Source: an optimization exercise on an open RTL-to-GDS flow (aim: small area). Production flows keep margins and buffers that such runs may drop.
Function was checked by simulation only, so behaviour that the tests miss may differ from the original.
Power and IR drop assume default switching activity.

<file path="flow/config.mk">
export PLATFORM = sky130hd
export DESIGN_NAME = core
export DESIGN_NICKNAME = core
export VERILOG_FILES = /design/flow/design.v
export SDC_FILE = /design/flow/constraint.sdc
export NUM_CORES = 4
export LEC_CHECK = 0
export CAP_MARGIN = 20
export CORE_MARGIN = 2
export CORE_UTILIZATION = 40
export PLACE_DENSITY = 0.6
export SLEW_MARGIN = 20
</file>
<file path="flow/run.sh">
#!/bin/bash
# synth_recipe.tcl (not shown) runs the flow's synth.tcl, then flattens the netlist and writes it again
# the make line also repeats each setting of config.mk as NAME=value (left out here)
make -C /OpenROAD-flow-scripts/flow DESIGN_CONFIG=/design/flow/config.mk WORK_HOME=/design/flow/orfs CLKGATE_MAP_FILE= SYNTH_SCRIPT=/design/flow/synth_recipe.tcl finish
</file>
<file path="flow/design.v">
module fe_unit(
    input wire           clk,           
    input wire           a_rst,         
    input wire           i_hold,        
    input wire           i_hold_clr,    
    input wire           i_rdy,         
    input wire[15:0]     i_data,        
    output wire          o_rdy,         
    output wire[15:0]    o_reg          
);
reg [15:0] ir;
reg [1:0] status;
wire status_wait = status[1] & ~status[0];
wire status_valid = status[1] & status[0];
wire jump = ~ir[15] & ~ir[14] & ~ir[13] & ~ir[12] & ~ir[7] & ~ir[6] & ~ir[5];
wire keep_wait = status_wait;
wire next_wait = (jump & status_valid) | i_hold;
wire status_next_wait = (keep_wait | next_wait) & ~i_hold_clr;
wire hold = status_next_wait | ~i_rdy;
always @(posedge clk or negedge a_rst) begin
    if (~a_rst) begin
        status <= 2'b0;
    end else begin
        case(status[1])
        1'b0: status <= {~hold, ~hold};
        1'b1: status <= {status[1], ~status_next_wait};
        endcase
    end
end
always @(posedge clk or negedge a_rst) begin
    if (~a_rst) begin
        ir <= 16'b0;
    end else if (~hold) begin
        ir <= i_data;
    end
end
assign o_reg = ir;
assign o_rdy = status_valid & ~hold;
endmodule
module id_unit(
    input wire[15:0]   i_reg,        
    output wire        is_stop,      
    output wire[1:0]   sel_a,        
    output wire        sel_b,        
    output wire[1:0]   sel_d,        
    output wire        rb_is_front,  
    output wire        rd_is_front,  
    output wire[3:0]   sel_ra,       
    output wire[3:0]   sel_rb,       
    output wire[3:0]   sel_rc,       
    output wire[3:0]   sel_rd,       
    output wire[2:0]   sel_alu,      
    output wire        q_dir,        
    output wire        op_type       
);
wire maybe_movr = i_reg[6] & i_reg[5] & i_reg[4];
wire maybe_movi = i_reg[14] & i_reg[13] & i_reg[12];
wire is_alu_r_q = 1'b0;
wire is_alu_rr_q = ~i_reg[15] & ~i_reg[14] & ~i_reg[13] & ~i_reg[12] & i_reg[7] & ~maybe_movr;
wire is_alu_ri_q = i_reg[15] & ~maybe_movi;
wire is_alu_r_r = ~i_reg[15] & ~i_reg[14] & ~i_reg[13] & ~i_reg[12] & i_reg[7] & maybe_movr;     
wire is_alu_i_r = i_reg[15] & maybe_movi;                                                        
wire is_jump_r = ~i_reg[15] & ~i_reg[14] & ~i_reg[13] & ~i_reg[12] & ~i_reg[7] & ~i_reg[6];
wire is_jump_i = 1'b0;  
wire is_ld = ~i_reg[15] & ~i_reg[14] & i_reg[13] & ~i_reg[12];
wire is_ld_q = is_ld & i_reg[8];
wire is_ld_mem = ~i_reg[15] & i_reg[14] & i_reg[13];
wire is_st_mem = ~i_reg[15] & i_reg[14] & ~i_reg[13];
wire is_control_op = ~i_reg[15] & ~i_reg[14] & ~i_reg[13] & ~i_reg[12] & ~i_reg[7] & ~i_reg[6] & ~i_reg[5] & ~i_reg[4];
assign is_stop = is_control_op & ~i_reg[3] & ~i_reg[2] & ~i_reg[1] & ~i_reg[0];
assign op_type = is_ld_mem | is_st_mem;
assign sel_a = {is_jump_i, 1'b0};  
assign sel_b = is_jump_i | is_ld_mem | is_st_mem | is_ld | is_alu_i_r | is_alu_ri_q;
assign rb_is_front = 0;  
assign sel_alu = is_alu_rr_q ? i_reg[6:4] : ( is_alu_ri_q ? i_reg[14:12] : { is_ld, is_ld, is_ld } );
assign sel_ra = i_reg[11:8];
assign sel_rb = i_reg[3:0];
assign sel_rc = i_reg[11:8];
assign sel_d = {is_jump_r | is_jump_i, is_st_mem | is_ld_q};
assign rd_is_front = ~(is_alu_r_r | is_alu_i_r | is_jump_i | is_jump_r);
assign sel_rd = is_ld_mem ? i_reg[11:8] : i_reg[3:0];
assign q_dir = 1'b0;
endmodule
module reg_file(
    input wire           clk,        
    input wire           a_rst,      
    input wire           ws,         
    input wire           r_ts,       
    input wire           w_ts,       
    input wire[3:0]      ra_sel,     
    input wire[3:0]      rb_sel,     
    input wire[3:0]      rd_sel,     
    input wire[15:0]     rd_val,     
    output wire[15:0]    ra_val,     
    output wire[15:0]    rb_val      
);
reg [15:0] file[0:15];
reg [15:0] ra_fetched;
reg [15:0] rb_fetched;
wire ptr_ra = ra_sel == rd_sel & r_ts == w_ts;
wire ptr_rb = rb_sel == rd_sel & r_ts == w_ts;
always@(*) begin
    ra_fetched = ( ptr_ra ) ? rd_val : file[{r_ts, ra_sel}];
    rb_fetched = ( ptr_rb ) ? rd_val : file[{r_ts, rb_sel}];
end
integer i;
always @(posedge clk or negedge a_rst) begin
    if (~a_rst) begin
        for (i = 0; i < 16; i = i + 1) begin
            file[i] <= 16'b0;
        end
    end else if (ws) begin
        file[{w_ts, rd_sel}] <= rd_val;
    end
end
assign ra_val = ra_fetched;
assign rb_val = rb_fetched;
endmodule
module queue_file(
    input wire              clk,     
    input wire            a_rst,     
    input wire             r_ts,     
    input wire             w_ts,     
    input wire             hold,     
    input wire               ws,     
    input wire               rs,     
    input wire            q_dir,     
    input wire[3:0]        i_qp,     
    output wire[3:0]       o_qp      
);
reg[3:0] qp_0;
reg[3:0] qp_1;
always @(posedge clk or negedge a_rst) begin
    if (~a_rst) begin
        qp_0 <= 4'b0;
    end else if (rs & ~r_ts & ~hold) begin
        if (ws & ~w_ts) begin
            qp_0 <= i_qp;
        end else begin
            qp_0 <= qp_0 + {q_dir, q_dir, q_dir, 1'b1};
        end
    end
end
always @(posedge clk or negedge a_rst) begin
    if (~a_rst) begin
        qp_1 <= 4'b0;
    end else if (rs & r_ts & ~hold) begin
        if (ws & w_ts) begin
            qp_1 <= i_qp;
        end else begin
            qp_1 <= qp_1 + {q_dir, q_dir, q_dir, 1'b1};
        end
    end
end
wire [3:0] qp_0_ptr = (ws & ~hold & ~r_ts) ? i_qp : qp_0;
wire [3:0] qp_1_ptr = (ws & ~hold & r_ts) ? i_qp : qp_1;  
wire[3:0] selected = ( r_ts ? qp_1_ptr : qp_0_ptr );
assign o_qp = selected;
endmodule
module alu(
    input wire         clk,         
    input wire         a_rst,       
    input wire         bs,          
    input wire[15:0]   opr_a,       
    input wire[15:0]   opr_b,       
    input wire[3:0]    i_sel_rd,    
    input wire[1:0]    i_sel_d,     
    input wire         i_ts,        
    input wire[2:0]    alu_op,      
    output reg[15:0]   result,      
    output wire        ws_pc,       
    output wire        ws_reg,      
    output wire        ws_qp,       
    output wire        o_ts,        
    output wire[3:0]   o_sel_rd     
);
reg selected;
always@(posedge clk or negedge a_rst) begin
    if (~a_rst) begin
        selected <= 1'b0;
    end else begin
        selected <= bs;
    end
end
reg[15:0] src_a;
reg[15:0] src_b;
reg[2:0] opcode;
reg[1:0] sel_d;
reg[3:0] sel_rd;
reg ts;
always@(posedge clk or negedge a_rst) begin
    if (~a_rst) begin
        src_a <= 16'b0;
        src_b <= 16'b0;
        opcode <= 3'b0;
        sel_d <= 2'b0;
        sel_rd <= 4'b0;
        ts <= 1'b0;
    end else if (bs | ~selected) begin
        src_a <= opr_a;
        src_b <= opr_b;
        opcode <= alu_op;
        sel_d <= i_sel_d;
        sel_rd <= i_sel_rd;
        ts <= i_ts;
    end
end
assign ws_pc = sel_d[1] & ~sel_d[0] & selected;
assign ws_reg = ~sel_d[1] & ~sel_d[0] & selected;
assign ws_qp = ~sel_d[1] & sel_d[0] & selected;
assign o_sel_rd = sel_rd;
assign o_ts = ts;
wire op_subtract = opcode[0];
wire sub_bit = op_subtract;
wire c_in = op_subtract;
wire[14:0] xor_val = { sub_bit, sub_bit, sub_bit, sub_bit, sub_bit, sub_bit, sub_bit, sub_bit, sub_bit, sub_bit, sub_bit, sub_bit, sub_bit, sub_bit, sub_bit };
reg low_carry;
reg [14:0] sum_low;
reg high_carry;
reg sum_high;
wire v_flag = high_carry ^ low_carry;
always @(*) begin
    {low_carry, sum_low} = src_a[14:0] + (src_b[14:0] ^ xor_val) + c_in;
    {high_carry, sum_high} = src_a[15] + (src_b[15] ^ sub_bit) + low_carry;
    case (opcode)
    3'b000: result = {sum_high, sum_low[14:0]};
    3'b001: result = {sum_high, sum_low[14:0]};
    3'b010: result = { 14'b0, v_flag, high_carry };
    3'b011: result = { 14'b0, v_flag, high_carry };
    3'b100: result = src_a & src_b;
    3'b101: result = src_a | src_b;
    3'b110: result = src_a ^ src_b;
    3'b111: result = src_b;
    endcase
end
endmodule
module pc_file(
    input wire          clk,       
    input wire          a_rst,     
    input wire          r_ts,      
    input wire          w_ts,      
    input wire          ws,        
    input wire          hold,      
    input wire[15:0]    i_pc,      
    output wire[15:0]   o_pc,      
    output wire[15:0]   o_prev_pc  
);
reg[14:0] pc_0;
reg[14:0] pc_1;
reg prev_pc_ts;
reg[15:0] pc_next;
wire[14:0] selected = ( r_ts ? pc_1 : pc_0 );
always @(*) begin
    pc_next = selected + 1'b1;
end
always @(posedge clk or negedge a_rst) begin
    if (~a_rst) begin
        prev_pc_ts <= 1'b0;
    end else begin
        prev_pc_ts <= r_ts;
    end
end
always @(posedge clk or negedge a_rst) begin
    if (~a_rst) begin
        pc_0 <= 15'h7FFF;
    end else begin
        case ({hold, ws & ~w_ts})
        2'b00: pc_0 <= pc_next;
        2'b01: pc_0 <= i_pc[15:1];
        2'b10: pc_0 <= pc_0;
        2'b11: pc_0 <= pc_0;
        endcase
    end
end
always @(posedge clk or negedge a_rst) begin
    if (~a_rst) begin
        pc_1 <= 15'h7FFF;
    end else case ({hold, ws & w_ts})
    2'b00: pc_1 <= pc_next;
    2'b01: pc_1 <= i_pc[15:1];
    2'b10: pc_1 <= pc_1;
    2'b11: pc_1 <= pc_1;
    endcase
end
assign o_pc = { pc_next, 1'b0 };
assign o_prev_pc = { prev_pc_ts ? pc_1 : pc_0, 1'b0 };
endmodule
module core (
    input wire          clk,
    input wire          a_rst,
    input wire          i_mem_rdy,
    input wire[15:0]    i_mem_data,
    output wire[15:0]   i_mem_adr
);
reg halt_flag;
reg[1:0] pipe_status;
wire fetch_rdy;
wire op_is_stop;
wire hazard_detected = 1'b0;
wire hazard_clr = ~hazard_detected;
always @(posedge clk or negedge a_rst) begin
    if (~a_rst) begin
        pipe_status <= 1'b0;     
    end else begin
        case (pipe_status)
        2'b00: pipe_status <= { 1'b0, fetch_rdy };        
        2'b01: pipe_status <= { fetch_rdy, ~fetch_rdy };  
        2'b10: pipe_status <= { 1'b1, hazard_clr & fetch_rdy };       
        2'b11: pipe_status <= 2'b11;                      
        endcase
    end
end
always @(posedge clk or negedge a_rst) begin
    if (~a_rst) begin
        halt_flag <= 1'b0;
    end else begin
        halt_flag <= op_is_stop & pipe_status[0];
    end
end
wire pc_hold = ~fetch_rdy | halt_flag;
wire qp_hold = ~fetch_rdy | halt_flag;
wire fe_hold = halt_flag;
wire ex_hold = ~fetch_rdy | halt_flag | ~hazard_clr | ~pipe_status[1];
wire fe_hold_clr = ex_wsp & (pipe_status[0] | pipe_status[1]);
reg ts_fetch;
reg ts_decode;
wire ts_execute;
always @(posedge clk or negedge a_rst) begin
    if (~a_rst) begin
        ts_fetch <= 1'b0;
        ts_decode <= 1'b0;
    end else begin
        ts_decode <= ts_fetch;
        ts_fetch <= 1'b0;
    end
end
wire[15:0] id_pc;        
wire id_q_dir;           
wire id_q_sel_rd;         
wire id_q_sel_rb;         
wire[1:0] id_sel_a;      
wire id_sel_b;           
wire[1:0] id_sel_d;      
wire[3:0] id_sel_ra;
wire[3:0] id_sel_rb;
wire[3:0] id_sel_rc;
wire[3:0] id_sel_rd;
wire ex_wsq;             
wire ex_wsr;             
wire ex_wsp;             
wire[15:0] ex_result;         
wire[3:0] ex_sel_rd;     
wire[3:0] qp;
pc_file program_counter(
    .clk (clk),
    .a_rst (a_rst),
    .r_ts (ts_fetch),
    .w_ts (ts_execute),
    .ws (ex_wsp),
    .hold (pc_hold),
    .i_pc (ex_result),
    .o_pc (i_mem_adr),
    .o_prev_pc (id_pc)
);
wire qp_clr = ~pipe_status[0] & ~pipe_status[1];
wire[3:0] qp_val = qp_clr ? 4'b0000 : ex_result[3:0];
wire qp_ws = ex_wsq | qp_clr;
queue_file queue(
    .clk (clk),     
    .a_rst (a_rst),     
    .r_ts (ts_decode),     
    .w_ts (ts_execute),     
    .hold (qp_hold),     
    .ws (qp_ws),     
    .rs (id_q_sel_rb | id_sel_a[0] | id_q_sel_rd),     
    .q_dir (id_q_dir),
    .i_qp (qp_val),
    .o_qp (qp)
);
wire[15:0] ra_val;
wire[15:0] rb_val;
reg_file regs(
    .clk (clk),
    .a_rst (a_rst),
    .ws (ex_wsr),
    .r_ts (ts_decode),
    .w_ts (ts_execute),
    .ra_sel (id_sel_ra),
    .rb_sel (id_sel_rb),
    .rd_sel (ex_sel_rd),
    .rd_val (ex_result),
    .ra_val (ra_val),
    .rb_val (rb_val)
);
wire[15:0] fetch_ir;
fe_unit fetch(
    .clk (clk),
    .a_rst (a_rst),
    .i_hold (fe_hold),
    .i_hold_clr (fe_hold_clr),
    .i_rdy (i_mem_rdy),
    .i_data (i_mem_data),
    .o_rdy (fetch_rdy),
    .o_reg (fetch_ir)
);
wire[15:0] z_ext_imm = { 8'b0, fetch_ir[7:0] };
wire op_type;
wire[2:0] sel_alu;
id_unit decode(
    .i_reg (fetch_ir),        
    .is_stop (op_is_stop),      
    .sel_a (id_sel_a),
    .sel_b (id_sel_b),
    .sel_ra (id_sel_ra),
    .sel_rb (id_sel_rb),
    .sel_rc (id_sel_rc),
    .rb_is_front (id_q_sel_rb),
    .rd_is_front (id_q_sel_rd),
    .sel_alu (sel_alu),
    .sel_d (id_sel_d),
    .sel_rd (id_sel_rd),
    .q_dir (id_q_dir),
    .op_type (op_type)
);
wire[3:0] e_sel_ra = id_sel_a[0] ? qp : id_sel_ra;
wire[3:0] e_sel_rb = id_q_sel_rb ? qp : id_sel_rb;
wire[3:0] e_sel_rd = id_q_sel_rd ? qp : id_sel_rd;
reg[15:0] e_ra_val;
reg[15:0] e_rb_val;
always @(*) begin
    case(id_sel_a)
    2'b00: e_ra_val = ra_val;
    2'b01: e_ra_val = ra_val;
    2'b10: e_ra_val = id_pc;
    2'b11: e_ra_val = {12'b0, qp};
    endcase
end
always @(*) begin
    e_rb_val = id_sel_b ? z_ext_imm : rb_val;
end
wire[15:0] e_rc_val = rb_val;
alu ex_alu(
    .clk (clk),
    .a_rst (a_rst),
    .bs (~op_type),
    .opr_a (e_ra_val),
    .opr_b (e_rb_val),
    .i_sel_rd (e_sel_rd),
    .i_sel_d (id_sel_d),
    .i_ts (ts_decode),
    .alu_op (sel_alu),
    .result (ex_result),
    .ws_pc (ex_wsp),
    .ws_reg (ex_wsr),
    .ws_qp  (ex_wsq),
    .o_ts (ts_execute),
    .o_sel_rd (ex_sel_rd)
);
endmodule
</file>
<file path="flow/constraint.sdc">
create_clock -name core_clock -period 8.0 [get_ports {clk}]
set_input_delay 1.6000 -clock core_clock [delete_from_list [all_inputs] [get_ports {clk}]]
set_output_delay 1.6000 -clock core_clock [all_outputs]
set_load 0.01 [all_outputs]
</file>
==> run summary <==
## layer usage
metal | vias to the layer above | global-route usage [%] | part of all wire, %
met3 | 321 | 10.17 | 12
met4 | 4 | 16.03 | 5.9
met5 | - | 0 | 0.033
met2 | 1222 | 47.57 | 43
li1 | 7993 | - | -
met1 | 9098 | 39.68 | 39
## registers in the layout, summed over array words and instances (netlist names), named ones only
signal and count:
fetch.ir 16, ex_alu.opcode 3, ex_alu.src_a 16, ex_alu.sel_d 2, pipe_status 1, ex_alu.sel_rd 4, fetch.status 2, ex_alu.selected 1
halt_flag 1, queue.qp_0 4, regs.file 256, ex_alu.src_b 16, program_counter.pc_0 15
## worst reg2reg max path: stages, from the launching register on
cell	delay [ns]
dfrtp_1	0.36
buf_4	0.25
xor2_1	0.22
ha_1	0.43
o211ai_1	0.11
o21ai_0	0.43
o2111a_1	0.40
o21ai_0	0.22
fa_1	0.54
a211oi_1	0.27
a211oi_1	0.10
nor4bb_4	0.40
buf_6	0.24
mux2_2	0.18
## placed cells by master (no fill, tap or decap), types with 35 or more instances in the layout
cell type / n
mux2i_1: 39
a22oi_1: 45
clkbuf_16: 39
o21ai_0: 189
nand2_1: 230
ha_1: 49
inv_1: 70
dfrtp_1: 315
a221oi_1: 42
nor2_1: 186
a21oi_1: 184
mux2_2: 84
buf_4: 52
nand3_1: 44
o221ai_1: 35
## cells in the mapped netlist, types with 6 or more instances
library cell / instances
a211o_1: 6
a21o_1: 10
a21oi_1: 184
a221o_1: 16
a221oi_1: 42
a22o_1: 34
a22oi_1: 45
a31oi_1: 16
a32oi_1: 31
and2_1: 9
and3_1: 16
buf_1: 24
buf_2: 19
clkbuf_1: 145
dfrtp_1: 323
dfstp_2: 15
ha_1: 49
inv_1: 70
mux2_2: 84
mux2i_1: 39
mux4_2: 21
nand2_1: 232
nand2b_1: 20
nand3_1: 44
nand4_1: 8
nor2_1: 191
nor2b_1: 30
nor3_1: 31
nor3b_1: 8
nor4_1: 10
o211ai_1: 15
o21a_1: 8
o21ai_0: 189
o221ai_1: 35
o22ai_1: 30
o2bb2ai_1: 7
o31a_1: 7
xnor2_1: 21
xor2_1: 22
## power groups by stage
stage | Combinational [mW] | Clock (mW) | Sequential, mW
final | 0.0448 | 1.95 | 1.71
after CTS | 0.0477 | 1.97 | 1.71
after global routing | 0.0520 | 2.04 | 1.71
after detailed placement | 0.0475 | 0 | 1.74
after global placement | 0.0461 | 0 | 1.74
after floorplan | 0.000757 | 0 | 1.74
## cell families after synthesis
group,count (synthesis)
AO/OA/AOI/OAI,735
other,1
multiplexers,144
AND/OR/NAND/NOR,637
flip-flops,338
buffers and inverters,265
XOR/XNOR,43
adder cells (fa/ha/maj),51
## cell type report
| class | instances | area share (%) |
|---|---|---|
| Inverter | 74 | 1.239 |
| Tap cell | 672 | 3.749 |
| Timing Repair Buffer | 86 | 3.286 |
| Sequential cell | 338 | 37.85 |
| Antenna cell | 3 | 0.03348 |
| Multi-Input combinational cell | 1611 | 47.74 |
| Clock buffer | 53 | 4.943 |
| Clock inverter | 17 | 1.161 |
## per-stage QoR
step | hold WS [ns] | worst slack, ns | power (mW) | utilization [%] | instances
6_report | 0.5034 | 3.116 | 3.710 | 44.88 | 2854
3_5_place_dp | 0.4925 | 3.383 | 1.788 | 42.09 | 2780
2_1_floorplan | 0.4543 | 3.787 | 1.742 | - | 2214
5_1_grt | 0.5248 | 2.810 | 3.799 | 44.87 | 2851
4_1_cts | 0.5013 | 3.113 | 3.729 | 44.83 | 2850
3_3_place_gp | 0.4787 | 3.468 | 1.787 | 42.09 | 2780
## path summary, 6_finish.rpt
path / cells after the start / endpoint / slack (ns) / from
hold / removal: 2 / regs.file[12][14] / 0.50 / regs.file[12][14]
max in group asynchronous: 2 / regs.file[3][1] / 5.50 / a_rst
hold reg to reg: 2 / regs.file[12][14] / 0.50 / regs.file[12][14]
setup reg to reg: 13 / regs.file[2][1] / 3.76 / ex_alu.opcode[0]
setup / recovery: 6 / i_mem_adr[13] / 3.12 / program_counter.pc_0[0]
min in group asynchronous: 1 / ex_alu.src_a[8] / 1.06 / a_rst
==> results_dict.tcl <==
set metrics [dict create \
    routed_wirelength_um 82530 \
    swShare_pct 22.10 \
    muxShareOfSynthArea_pct 8.986 \
    clkPwrFrac_pct 52.7 \
    synthXorXnorAreaFrac_pct 1.871 \
    outcome "complete, no violations" \
    fin_skew_ns 0.03736 \
    ys.flop_type "dfrtp_1" \
    worstSkewPairLatency_ns 0.58 \
    p_int_mw 2.890 \
    yosys.area.top_type "dfrtp_1" \
    die_h_um 228.4 \
    ir_worst_vdd_uv 185.4 \
    clock_sinks 338 \
    drt_iter0_markers 2407 \
    die_w_um 228.4 \
    hold_buffers 0 \
    slowest_stage "nor4b_1" \
    path_cells "ha_1 > nand2_1 > nor4b_1 > nand3_1 > xnor2_1 > clkdlybuf4s50_1" \
    grt_pass1_wl_um 121500 \
    synth-simple-area-share_pct 14.44 \
    first_pass_iters 6 \
    initial_core_util_pct 40.29 \
    yosysWarnings 7 \
    syn_nets 2284 \
    maxCapViolations 0 \
    overflow 0 \
    synth_top_family_by_area "compound AO/OA/AOI/OAI gates" \
    cellLeakagePower_nw 9.558 \
    hold_viol 0 \
    critPathArrivalTime_ns 3.28 \
    grt_pass1_vias 18110 \
    synth.top_cell.area_share_pct 40.15 \
    clk_pin_slew_ns 0.06 \
    synth_seq_cells 338 \
    min_period_ns 4.884 \
    yosys.cell_types.count 83 \
    power.density_mw_per_mm2 165.4 \
    areaGrowthSynthToFinish_pct 11.39 \
    worstSetupStartpointType "flop" \
    required_ns 6.40 \
    pwr-share-comb_pct 1.2 \
    synth-edff-count 0 \
    post_drt_wl_per_cell_um 28.92 \
    synth.area.top_cells "dfrtp_1 (40%), o21ai_0 (4.7%), mux2_2 (4.7%)" \
    avgSynthCellArea_um2 9.094 \
    track_usage_pct 31.22 \
    crit_fanout 5 \
    cts_buffers 39 \
    dieArea_mm2 0.05214 \
    row_count 82 \
    slowest_delay_ns 0.78 \
    final_area_mm2 0.02243 \
    endpoint_kind "primary output" \
    critPathTopFamily "simple AND/OR/NAND/NOR gates" \
    finalSetupTns_ns 0 \
    dp_hpwl_um 53910 \
    vias 18640 \
    seqPwrFrac_pct 46.1 \
    syn-cell-area_mm2 0.02013 \
    maxClockFrequency_ghz 0.2048 \
    async_flop_share_pct 100.0 \
    placed_area_mm2 0.02103 \
    register_area_mm2 0.008487 \
    fin_nets 2220 \
    syn_inst 2214 \
    synth_fa_ha_area_share_pct 3.244 \
    tightest_slew_ns 1.257 \
    tritoncts "yes" \
    synth_compound_area_share_pct 24.18 \
    slew_headroom_pct 16.00 \
    place.gp.congestion 0.9878 \
    via_per_inst 6.530 \
    post_cts_buffers 0 \
    rsz0062_at_grt "no" \
    layout-drive-gt1-share_pct 12.80 \
    ant_nets 0 \
    setup_violations 0 \
    post_cts_resized 0 \
    drv_slew 0 \
    holdCritPathClass "flop to flop" \
    portBuffers 33 \
    core_mm2 0.04997 \
    route.detailed.drc 0 \
    root_buffer "clkbuf_16" \
    critPathBufInv 1 \
    clock_path_buffers 3 \
    post-route-period-util_pct 61.05 \
    antenna_found_initial 4 \
    critPathKind "flop to primary output" \
    h-tree-depth 2 \
    multi_input_area_mm2 0.01071 \
    ios 35 \
    p_sw_mw 0.8198 \
    fillCellCount 4881 \
    seq_area_frac_synth_pct 42.10 \
    grt_max_degree 106 \
]

==> re-timing with driven ports <==
The flow's constraints put no driver on any port. The routed layout listed below was extracted and timed again, unchanged, in two steps.
Step 1 assumes that a clkbuf_16 drives the clock port and a buf_2 every other input.
Step 2 times the ports against the registers' clock, not the clock port: input delays grow and output delays shrink by t, the midpoint of the rising clock arrivals with the driver on.
Three values: no drivers, after step 1, after step 2; two values: the first two.
t (ns): 0.617
slack for setup (ns): 3.116 / 3.062 / 3.678
worst data-port slew with drivers (ns): 0.05
After both steps this run still meets setup and hold. For this run, drivers alone change the setup slack by -0.054 ns; drivers and shift together by +0.562 ns.
